Background: an optimization exercise with open tools, aiming at small area. Do not read the settings as production practice. In this exercise RTL edits were held to simulation tests only and were not proved equivalent to the original. No driver is modelled on the clock port, so clocking that relies on it looks cheaper here than on a real chip. Power is estimated from default activity; no workload was simulated.

== lane 1 ==
Design toplevel, start of the top module:
module toplevel (reset, clock, mclk, sclk, lrck, sdin, sdout, test_sdout);
input  reset;
input  clock;
input  sdout;
output mclk;
output sclk;
output lrck;
output sdin;
output test_sdout;
reg [8:0] p;
reg       f;
always @(posedge clock) begin
  if (reset == 1'b0) begin
    p <= 9'd0;
    f <= 1'b1;
  end else begin
    p <= p + {8'd0, ~f};
    f <= 1'b0;
  end
end
assign mclk = p[0];
assign sclk = p[2];
assign lrck = p[8];
assign test_sdout = 1'b0;
reg fresh;
always @(posedge clock) begin
  if (reset == 1'b0)
    fresh <= 1'b1;
  else if (p[4])
    fresh <= 1'b0;
end
reg [10:0] r0;
wire ins0 = (p == 9'd323);
always @(posedge clock) r0 <= {r0[9:0], fresh ? 1'b0 : (ins0 ? sdout : r0[10])};
reg [10:0] r1;
wire ins1 = (p == 9'd315);
always @(posedge clock) r1 <= {r1[9:0], fresh ? 1'b0 : (ins1 ? sdout : r1[10])};
reg [10:0] r2;
wire ins2 = (p == 9'd307);
always @(posedge clock) r2 <= {r2[9:0], fresh ? 1'b0 : (ins2 ? sdout : r2[10])};
reg [10:0] r3;
wire ins3 = (p == 9'd299);
always @(posedge clock) r3 <= {r3[9:0], fresh ? 1'b0 : (ins3 ? sdout : r3[10])};
reg [10:0] r4;
wire ins4 = (p == 9'd291);
always @(posedge clock) r4 <= {r4[9:0], fresh ? 1'b0 : (ins4 ? sdout : r4[10])};
reg [10:0] r5;
wire ins5 = (p == 9'd283);
always @(posedge clock) r5 <= {r5[9:0], fresh ? 1'b0 : (ins5 ? sdout : r5[10])};
reg [10:0] r6;
wire ins6 = (p == 9'd275);
always @(posedge clock) r6 <= {r6[9:0], fresh ? 1'b0 : (ins6 ? sdout : r6[10])};
wire [6:0] x = {r6[5], r5[8], r4[0], r3[3], r2[6], r1[9], r0[1]};
reg en, sub, dblm;
  ...
Settings: LEC_CHECK=0, CAP_MARGIN=20, CORE_MARGIN=2, CORE_UTILIZATION=40, SLEW_MARGIN=20; clock period 10.0 ns.
standard.sh (not shown) runs the stock make flow with config.mk's settings and CLKGATE_MAP_FILE= SYNTH_SCRIPT=/design/flow/synth_recipe.tcl, a recipe that flattens the netlist after the stock synthesis.
==> flow/flow/run.sh <==
#!/bin/bash
# Standard synthesis, then every combinational cell swapped for the smallest
# cell of its family (the synthesis maps for speed and upsizes freely; the
# resizer upsizes again wherever slew or load needs it), then the standard
# layout steps.
set -euo pipefail
R=orfs/results/${FLOW_PLATFORM}/toplevel/base
LIB=${FLOW_HOME}/platforms/${FLOW_PLATFORM}/lib/sky130_fd_sc_hd__tt_025C_1v80.lib
bash standard.sh synth > synth.log 2>&1
sleep 1
python3 flow/downsize.py "$LIB" "$R/1_2_yosys.v" > downsize.log 2>&1
touch "$R/1_2_yosys.v"
bash standard.sh "CTS_ARGS=-repair_clock_nets -dont_use_dummy_load -buf_list {sky130_fd_sc_hd__clkbuf_4 sky130_fd_sc_hd__clkbuf_8 sky130_fd_sc_hd__clkbuf_16}" finish > layout.log 2>&1
==> flow/flow/downsize.py <==
#!/usr/bin/env python3
"""Swap each combinational cell in a Yosys netlist for the smallest cell of the same
function family (same base name and pins), e.g. mux2_4 -> mux2_1.  Flip-flops are
left alone.  Usage: downsize.py LIB NETLIST"""
import re, sys
lib = open(sys.argv[1]).read()
cells = {}
for m in re.finditer(r'\n\s*cell\s*\(\s*"?(\w+)"?\s*\)\s*\{', lib):
    name = m.group(1)
    body = lib[m.end():m.end() + 200000]
    nxt = re.search(r'\n\s*cell\s*\(', body)
    if nxt:
        body = body[:nxt.start()]
    a = re.search(r'area\s*:\s*([\d.]+)', body)
    pins = tuple(sorted(re.findall(r'\bpin\s*\(\s*"?(\w+)"?\s*\)', body)))
    seq = bool(re.search(r'\b(ff|latch|statetable)\s*\(', body))
    dont = bool(re.search(r'dont_use\s*:\s*true', body))
    cells[name] = (float(a.group(1)) if a else 1e9, pins, seq, dont)
DONT = set("""probe_p_8 probec_p_8""".split())
best = {}
for n, (a, pins, seq, dont) in cells.items():
    m = re.match(r'(sky130_fd_sc_hd__\w+?)_(\d+)$', n)
    if not m or seq or dont or 'lpflow' in n:
        continue
    key = (m.group(1), pins)
    if key not in best or a < cells[best[key]][0]:
        best[key] = n
net = open(sys.argv[2]).read()
count = 0
def sub(m):
    global count
    n = m.group(1)
    if n not in cells:
        return m.group(0)
    a, pins, seq, dont = cells[n]
    b = re.match(r'(sky130_fd_sc_hd__\w+?)_(\d+)$', n)
    if seq or not b:
        return m.group(0)
    t = best.get((b.group(1), pins), n)
    if t != n and cells[t][0] < a:
        count += 1
        return m.group(0).replace(n, t)
    return m.group(0)
net = re.sub(r'^\s*(sky130_fd_sc_hd__\w+)\s', sub, net, flags=re.M)
open(sys.argv[2], 'w').write(net)
print("downsized", count, "cells")
[inputs] lane 2 vs lane 1
--- a/flow/flow/run.sh
+++ b/flow/flow/run.sh
@@ -13 +13 @@
-bash standard.sh "CTS_ARGS=-repair_clock_nets -dont_use_dummy_load -buf_list {sky130_fd_sc_hd__clkbuf_4 sky130_fd_sc_hd__clkbuf_8 sky130_fd_sc_hd__clkbuf_16}" finish > layout.log 2>&1
+bash standard.sh "CTS_ARGS=-sink_clustering_enable -repair_clock_nets -dont_use_dummy_load -buf_list {sky130_fd_sc_hd__clkbuf_4 sky130_fd_sc_hd__clkbuf_8} -sink_clustering_size 10" finish > layout.log 2>&1
## What came out
Looking at the reports, lane 2 completed the entire flow and the layout it produced met the timing, design-rule and antenna checks. Re detailed-routed wire length on met3: no difference whatsoever between lane 2 and lane 1. Count of H-tree levels built during CTS came out exactly the same in lane 2 and lane 1. Changes observed in lane 2 relative to lane 1: global-route met1 utilization level, total power flat. From lane 1 to lane 2 the numbers moved as follows: clock tree buffer depth roughly the same; non-clock buffer area fraction after layout roughly the same; flip-flop and latch count roughly the same.
The following lists how lane 3 was set up differently from lane 2:
--- a/flow/flow/run.sh
+++ b/flow/flow/run.sh
@@ -13 +13 @@
-bash standard.sh "CTS_ARGS=-sink_clustering_enable -repair_clock_nets -dont_use_dummy_load -buf_list {sky130_fd_sc_hd__clkbuf_4 sky130_fd_sc_hd__clkbuf_8} -sink_clustering_size 10" finish > layout.log 2>&1
+bash standard.sh "CTS_ARGS=-sink_clustering_enable -repair_clock_nets -dont_use_dummy_load -buf_list sky130_fd_sc_hd__clkbuf_4 -root_buf sky130_fd_sc_hd__clkbuf_16 -sink_clustering_size 8 -sink_clustering_max_diameter 30 -sink_clustering_levels 1" finish > layout.log 2>&1
## What came out
- Having completed the whole flow, lane 2 delivered a layout that passed the timing, design-rule and antenna checks.
- No stage failed in lane 3, and the final checks on the layout all came back clean.
- Lane 3 -> lane 2: post-placement setup slack delta 0, exact match
- Taking lane 2 as the reference point, the total power of lane 3 rises by about 14%.
- Between lane 3 and lane 2, the routed wire length figures differ only marginally.
- Re number of placement rows: no difference whatsoever between lane 2 and lane 3.
- From lane 2 to lane 3, placeable core area did not move at all.
- | power per unit of standard cell area | higher: lane 3 |
- Relative to lane 2, switching power has gone up in lane 3.
#### Input delta (lane 4 over lane 3)
--- a/flow/flow/run.sh
+++ b/flow/flow/run.sh
@@ -13 +13 @@
-bash standard.sh "CTS_ARGS=-sink_clustering_enable -repair_clock_nets -dont_use_dummy_load -buf_list sky130_fd_sc_hd__clkbuf_4 -root_buf sky130_fd_sc_hd__clkbuf_16 -sink_clustering_size 8 -sink_clustering_max_diameter 30 -sink_clustering_levels 1" finish > layout.log 2>&1
+bash standard.sh "CTS_ARGS=-sink_clustering_enable -repair_clock_nets -dont_use_dummy_load" finish > layout.log 2>&1
### Flow results
Going from lane 3 to lane 4, share of the clock period used by the worst path did not really move; clock period minus final worst setup slack went up.
Lane 4 vs lane 3: clock network contribution to total cell area down
The inputs of lane 5 differ from those of lane 4 as listed below.
--- a/flow/flow/run.sh
+++ b/flow/flow/run.sh
@@ -13 +13 @@
-bash standard.sh "CTS_ARGS=-sink_clustering_enable -repair_clock_nets -dont_use_dummy_load" finish > layout.log 2>&1
+bash standard.sh "CTS_ARGS=-sink_clustering_enable -repair_clock_nets -dont_use_dummy_load -buf_list sky130_fd_sc_hd__clkbuf_16 -sink_clustering_size 35" finish > layout.log 2>&1
The flow did not stop early for lane 5: all stages ran, and the layout cleared the timing, design-rule and antenna checks. As far as register-to-register slack is concerned, lane 5 and lane 4 perform about the same. Higher worst setup slack among lane 5 and lane 4: lane 5. Taking lane 4 as the reference, in lane 5 met2 wirelength from detailed routing went up, total power of the final layout went up, routed wire length did not really move. Initial antenna violation count: lane 4 vs lane 5 identical. Of lane 5 and lane 4, the higher global-route wire length before repair belongs to lane 5.

* * *

toplevel, a different RTL version from the one above (not shown whole).
Size in the first run: ~290 cells after synthesis, ~100 flip-flops, roughly 0.0034 sq mm of cells after synthesis.
clock: 10.0 ns
lec_check: 0
cap_margin: 20
core_margin: 2
core_utilization: 40
slew_margin: 20
run.sh (not shown) runs the stock make flow with config.mk's settings and CLKGATE_MAP_FILE= SYNTH_SCRIPT=/design/flow/synth_recipe.tcl, a recipe that flattens the netlist after the stock synthesis.
Stock flow here: none of the scripts above is used.
The first run completed without violations.
Edit:
--- a/flow/config.mk
+++ b/flow/config.mk
@@ -10,0 +11,2 @@
+export CTS_BUF_LIST = sky130_fd_sc_hd__clkbuf_16
+export CTS_CLUSTER_SIZE = 40
Effect: Routed wire length decreases by 0.30%. Cell area increases by 2.2%. Register-to-register slack is about the same. Flip-flop and latch count is unchanged. Clock power increases by 29%. Worst hold slack loses 0.0079 ns. Power increases by 7.6%. Clock-buffer cell count decreases by 2. Worst setup slack gains 0.0037 ns. Critical path depth is unchanged. Clock skew stays flat.
Edit:
--- a/flow/config.mk
+++ b/flow/config.mk
@@ -11,2 +11 @@
-export CTS_BUF_LIST = sky130_fd_sc_hd__clkbuf_16
-export CTS_CLUSTER_SIZE = 40
+export CTS_BUF_LIST = sky130_fd_sc_hd__clkbuf_2 sky130_fd_sc_hd__clkbuf_4 sky130_fd_sc_hd__clkbuf_8
Wire length grows by 0.30%.
Design area came out lower by 2.1%.
Clock skew is about the same.
Via count came out lower by 0.59%.
Worst setup slack gets worse by 0.0037 ns.

* * *

toplevel, a different RTL version from the one above (not shown whole).
Size: ~8 I/O pins.
==> flow/config.mk <==
export PLATFORM = sky130hd
export DESIGN_NAME = toplevel
export DESIGN_NICKNAME = toplevel
export VERILOG_FILES = /design/flow/design.v
export SDC_FILE = /design/flow/constraint.sdc
export NUM_CORES = 4
export LEC_CHECK = 0
export CAP_MARGIN = 20
export CORE_MARGIN = 2
export CORE_UTILIZATION = 55
export SLEW_MARGIN = 20
export SYNTH_HIERARCHICAL = 1
export SYNTH_MINIMUM_KEEP_SIZE = 0
==> flow/constraint.sdc <==
create_clock -name core_clock -period 10.0 [get_ports {clock}]
set_input_delay 2.0000 -clock core_clock [delete_from_list [all_inputs] [get_ports {clock}]]
set_output_delay 2.0000 -clock core_clock [all_outputs]
set_load 0.01 [all_outputs]
standard.sh (not shown) runs the stock make flow with config.mk's settings and CLKGATE_MAP_FILE= SYNTH_SCRIPT=/design/flow/synth_recipe.tcl, a recipe that flattens the netlist after the stock synthesis.
==> flow/flow/run.sh <==
#!/bin/bash
# Standard synthesis, then every combinational cell swapped for the smallest
# cell of its family (the synthesis maps for speed and upsizes freely; the
# resizer upsizes again wherever slew or load needs it), then the standard
# layout steps.
set -euo pipefail
R=orfs/results/${FLOW_PLATFORM}/toplevel/base
LIB=${FLOW_HOME}/platforms/${FLOW_PLATFORM}/lib/sky130_fd_sc_hd__tt_025C_1v80.lib
bash standard.sh synth > synth.log 2>&1
sleep 1
python3 flow/downsize.py "$LIB" "$R/1_2_yosys.v" > downsize.log 2>&1
touch "$R/1_2_yosys.v"
bash standard.sh "CTS_ARGS=-sink_clustering_enable -repair_clock_nets -dont_use_dummy_load -buf_list sky130_fd_sc_hd__clkbuf_4" "POST_CTS_TCL=$PWD/flow/post_cts.tcl" "BUFFER_PORTS_ARGS=-buffer_cell sky130_fd_sc_hd__buf_1" finish > layout.log 2>&1
==> flow/flow/post_cts.tcl <==
# After CTS (built from clkbuf_4): while some flip-flop clock pin would see a
# slew over the threshold, upsize the clock buffer driving the worst one, then
# legalize again.
set thr 0.124
set up [dict create \
  sky130_fd_sc_hd__clkbuf_1 sky130_fd_sc_hd__clkbuf_2 \
  sky130_fd_sc_hd__clkbuf_2 sky130_fd_sc_hd__clkbuf_4 \
  sky130_fd_sc_hd__clkbuf_4 sky130_fd_sc_hd__clkbuf_8 \
  sky130_fd_sc_hd__clkbuf_8 sky130_fd_sc_hd__clkbuf_16]
for {set it 0} {$it < 20} {incr it} {
  estimate_parasitics -placement
  set worst 0
  set worst_inst ""
  foreach inst [get_cells *] {
    set m [get_property $inst ref_name]
    if {![dict exists $up $m]} continue
    set net [get_nets -of_objects [get_pins [get_full_name $inst]/X]]
    foreach ld [get_pins -of_objects $net -filter "direction==input"] {
      if {[get_property $ld is_register_clock] ne "1"} continue
      set s [get_property $ld slew_max]
      if {$s > $worst} { set worst $s; set worst_inst $inst }
    }
  }
  if {$worst <= $thr || $worst_inst eq ""} { break }
  set m [get_property $worst_inst ref_name]
  puts "post_cts: [get_full_name $worst_inst] $m slew $worst -> [dict get $up $m]"
  replace_cell $worst_inst [dict get $up $m]
}
estimate_parasitics -placement
detailed_placement
check_placement -verbose
Scripts as last shown in full above: flow/flow/downsize.py
The baseline finished clean.
Change:
--- a/flow/flow/post_cts.tcl
+++ b/flow/flow/post_cts.tcl
@@ -8,4 +8,5 @@
   sky130_fd_sc_hd__clkbuf_4 sky130_fd_sc_hd__clkbuf_8 \
   sky130_fd_sc_hd__clkbuf_8 sky130_fd_sc_hd__clkbuf_16]
+replace_cell [get_cells clkbuf_0_clock] sky130_fd_sc_hd__clkbuf_8
 for {set it 0} {$it < 20} {incr it} {
   estimate_parasitics -placement
- CORE_UTILIZATION: 55 -> 40
Result: Final cell count goes up by 9.5%. Global-route usage goes down by 5.8 points. Clock-buffer cell count stays the same.
Change:
--- a/flow/flow/post_cts.tcl
+++ b/flow/flow/post_cts.tcl
@@ -8,5 +8,4 @@
   sky130_fd_sc_hd__clkbuf_4 sky130_fd_sc_hd__clkbuf_8 \
   sky130_fd_sc_hd__clkbuf_8 sky130_fd_sc_hd__clkbuf_16]
-replace_cell [get_cells clkbuf_0_clock] sky130_fd_sc_hd__clkbuf_8
 for {set it 0} {$it < 20} {incr it} {
   estimate_parasitics -placement
Result: The new run completed with no timing, DRC or antenna violations. Sequential power is about the same. Critical path depth stays the same. Clock power came out lower by about 3%. Via count came out higher by 0.45%.
Change:
- CORE_UTILIZATION: 40 -> 70
What happened:
- non-clock buffer count is unchanged
- synthesized area stays the same
- wire length grows by 3.7%
- via count barely changes

* * *

toplevel again, from the RTL that the note above started with.
==> flow/config.mk <==
export PLATFORM = sky130hd
export DESIGN_NAME = toplevel
export DESIGN_NICKNAME = toplevel
export VERILOG_FILES = /design/flow/design.v
export SDC_FILE = /design/flow/constraint.sdc
export NUM_CORES = 4
export LEC_CHECK = 0
export CAP_MARGIN = 20
export CORE_MARGIN = 2
export CORE_UTILIZATION = 40
export SLEW_MARGIN = 20
export SYNTH_HIERARCHICAL = 1
export SYNTH_MINIMUM_KEEP_SIZE = 0
==> flow/constraint.sdc <==
create_clock -name core_clock -period 10.0 [get_ports {clock}]
set_input_delay 2.0000 -clock core_clock [delete_from_list [all_inputs] [get_ports {clock}]]
set_output_delay 2.0000 -clock core_clock [all_outputs]
set_load 0.01 [all_outputs]
==> flow/flow/post_cts.tcl <==
# After CTS (built from clkbuf_4): while some flip-flop clock pin would see a
# slew over the threshold, upsize the clock buffer driving the worst one, then
# legalize again.
set thr 0.118
set up [dict create \
  sky130_fd_sc_hd__clkbuf_1 sky130_fd_sc_hd__clkbuf_2 \
  sky130_fd_sc_hd__clkbuf_2 sky130_fd_sc_hd__clkbuf_4 \
  sky130_fd_sc_hd__clkbuf_4 sky130_fd_sc_hd__clkbuf_8 \
  sky130_fd_sc_hd__clkbuf_8 sky130_fd_sc_hd__clkbuf_16]
for {set it 0} {$it < 20} {incr it} {
  estimate_parasitics -placement
  set worst 0
  set worst_inst ""
  foreach inst [get_cells *] {
    set m [get_property $inst ref_name]
    if {![dict exists $up $m]} continue
    set net [get_nets -of_objects [get_pins [get_full_name $inst]/X]]
    foreach ld [get_pins -of_objects $net -filter "direction==input"] {
      if {[get_property $ld is_register_clock] ne "1"} continue
      set s [get_property $ld slew_max]
      if {$s > $worst} { set worst $s; set worst_inst $inst }
    }
  }
  if {$worst <= $thr || $worst_inst eq ""} { break }
  set m [get_property $worst_inst ref_name]
  puts "post_cts: [get_full_name $worst_inst] $m slew $worst -> [dict get $up $m]"
  replace_cell $worst_inst [dict get $up $m]
}
estimate_parasitics -placement
detailed_placement
check_placement -verbose
Scripts as last shown in full above: flow/flow/run.sh, flow/flow/downsize.py
The first run finished with timing, DRC and antenna clean.
Change:
==> flow/flow/post_cts.tcl (replaced) <==
# After CTS (built from clkbuf_4): upsize each clock buffer whose loads would
# see a slew over the threshold, then legalize again.
set thr 0.105
set up [dict create \
  sky130_fd_sc_hd__clkbuf_1 sky130_fd_sc_hd__clkbuf_2 \
  sky130_fd_sc_hd__clkbuf_2 sky130_fd_sc_hd__clkbuf_4 \
  sky130_fd_sc_hd__clkbuf_4 sky130_fd_sc_hd__clkbuf_8 \
  sky130_fd_sc_hd__clkbuf_8 sky130_fd_sc_hd__clkbuf_16]
for {set it 0} {$it < 8} {incr it} {
  estimate_parasitics -placement
  set changed 0
  foreach inst [get_cells *] {
    set m [get_property $inst ref_name]
    if {![dict exists $up $m]} continue
    set net [get_nets -of_objects [get_pins [get_full_name $inst]/X]]
    set worst 0
    foreach ld [get_pins -of_objects $net -filter "direction==input"] {
      set s [get_property $ld slew_max]
      if {$s > $worst} { set worst $s }
    }
    if {$worst > $thr} {
      puts "post_cts: [get_full_name $inst] $m slew $worst -> [dict get $up $m]"
      replace_cell $inst [dict get $up $m]
      set changed 1
    }
  }
  if {!$changed} { break }
}
estimate_parasitics -placement
detailed_placement
check_placement -verbose
- The new run went through all stages and came out clean
- cell count does not change
- cell area is higher slightly
- total power is higher by a few percent
- combinational power stays flat
- sequential share of layout area is lower by 0.65 points
- worst hold slack gains 0.0041 ns
- clock power is higher by about a fifth
Change:
--- a/flow/flow/run.sh
+++ b/flow/flow/run.sh
@@ -12,2 +12,2 @@
 touch "$R/1_2_yosys.v"
-bash standard.sh "CTS_ARGS=-sink_clustering_enable -repair_clock_nets -dont_use_dummy_load -buf_list sky130_fd_sc_hd__clkbuf_4" "POST_CTS_TCL=$PWD/flow/post_cts.tcl" "BUFFER_PORTS_ARGS=-buffer_cell sky130_fd_sc_hd__buf_1" finish > layout.log 2>&1
+bash standard.sh "CTS_ARGS=-sink_clustering_enable -repair_clock_nets -dont_use_dummy_load" finish > layout.log 2>&1
removed: flow/flow/post_cts.tcl
After rerunning:
- combinational power is higher by about 9%
- utilization is higher by 0.28 points
- non-clock buffer count stays the same
- clock skew is lower by 0.010 ns
- power is lower by about 2.3%
- clock power is lower by about 8%
- final cell count does not change
Change:
--- a/flow/flow/run.sh
+++ b/flow/flow/run.sh
@@ -12,2 +12,2 @@
 touch "$R/1_2_yosys.v"
-bash standard.sh "CTS_ARGS=-sink_clustering_enable -repair_clock_nets -dont_use_dummy_load" finish > layout.log 2>&1
+bash standard.sh "CTS_ARGS=-sink_clustering_enable -repair_clock_nets -dont_use_dummy_load" "BUFFER_PORTS_ARGS=-buffer_cell sky130_fd_sc_hd__buf_1" finish > layout.log 2>&1
The new run went through all stages and came out clean.
First-iteration DRC count came out higher by 4.2%.
Setup slack gets worse by 0.010 ns.
Die area does not change.
Synthesized cell count stays the same.
Final cell count is unchanged.
Via count came out higher by 0.58%.
Final area came out lower by 1.1%.

==> what the ideal ports hide <==
The flow's constraints put no driver on any port. The routed layouts listed below were extracted and timed again, unchanged, in two steps. Step 1 (the two cells are an assumption about what drives the block):
set clk [get_ports {clock}]
set_driving_cell -lib_cell sky130_fd_sc_hd__clkbuf_16 $clk
set_driving_cell -lib_cell sky130_fd_sc_hd__buf_2 [delete_from_list [all_inputs] $clk]
Step 2 also shifts input and output timing later by t, the mid clock arrival at the registers, as if the neighbouring blocks saw the same clock. Three values: ideal ports, drivers, drivers and shift; two values: the first two.
| run | shift t [ns] | setup slack, ns | worst setup path after step 2 | worst register clock-pin slew, ns |
|---|---|---|---|---|
| lane 1 | 0.373 | 1.464 / 1.464 / 1.464 | register to register | 0.10 / 0.10 |
| lane 2 | 0.373 | 1.464 / 1.464 / 1.464 | register to register | 0.10 / 0.10 |
| lane 3 | 0.359 | 1.476 / 1.476 / 1.476 | register to register | 0.07 / 0.07 |
| lane 4 | 0.373 | 1.464 / 1.464 / 1.464 | register to register | 0.10 / 0.10 |
| lane 5 | 0.359 | 1.476 / 1.476 / 1.476 | register to register | 0.07 / 0.07 |
| the first run of note 2 | 0.380 | 1.994 / 1.994 / 1.994 | register to register | 0.10 / 0.10 |
| the second run of note 2 | 0.363 | 1.998 / 1.998 / 1.998 | register to register | 0.07 / 0.07 |
| the third run of note 2 | 0.380 | 1.994 / 1.994 / 1.994 | register to register | 0.10 / 0.10 |
| the first run of note 3 | 0.433 | 4.376 / 4.376 / 4.376 | register to register | 0.12 / 0.12 |
| the second run of note 3 | 0.368 | 4.487 / 4.487 / 4.487 | register to register | 0.11 / 0.11 |
| the third run of note 3 | 0.439 | 4.467 / 4.467 / 4.467 | register to register | 0.11 / 0.11 |
| the fourth run of note 3 | 0.435 | 4.412 / 4.412 / 4.412 | register to register | 0.11 / 0.11 |
| the first run of note 4 | 0.444 | 4.489 / 4.489 / 4.489 | register to register | 0.11 / 0.11 |
| the second run of note 4 | 0.345 | 4.439 / 4.439 / 4.439 | register to register | 0.09 / 0.09 |
| the third run of note 4 | 0.360 | 4.435 / 4.435 / 4.435 | register to register | 0.09 / 0.09 |
| the fourth run of note 4 | 0.378 | 4.425 / 4.425 / 4.425 | register to register | 0.11 / 0.11 |
After both steps setup and hold are still met in every run listed.
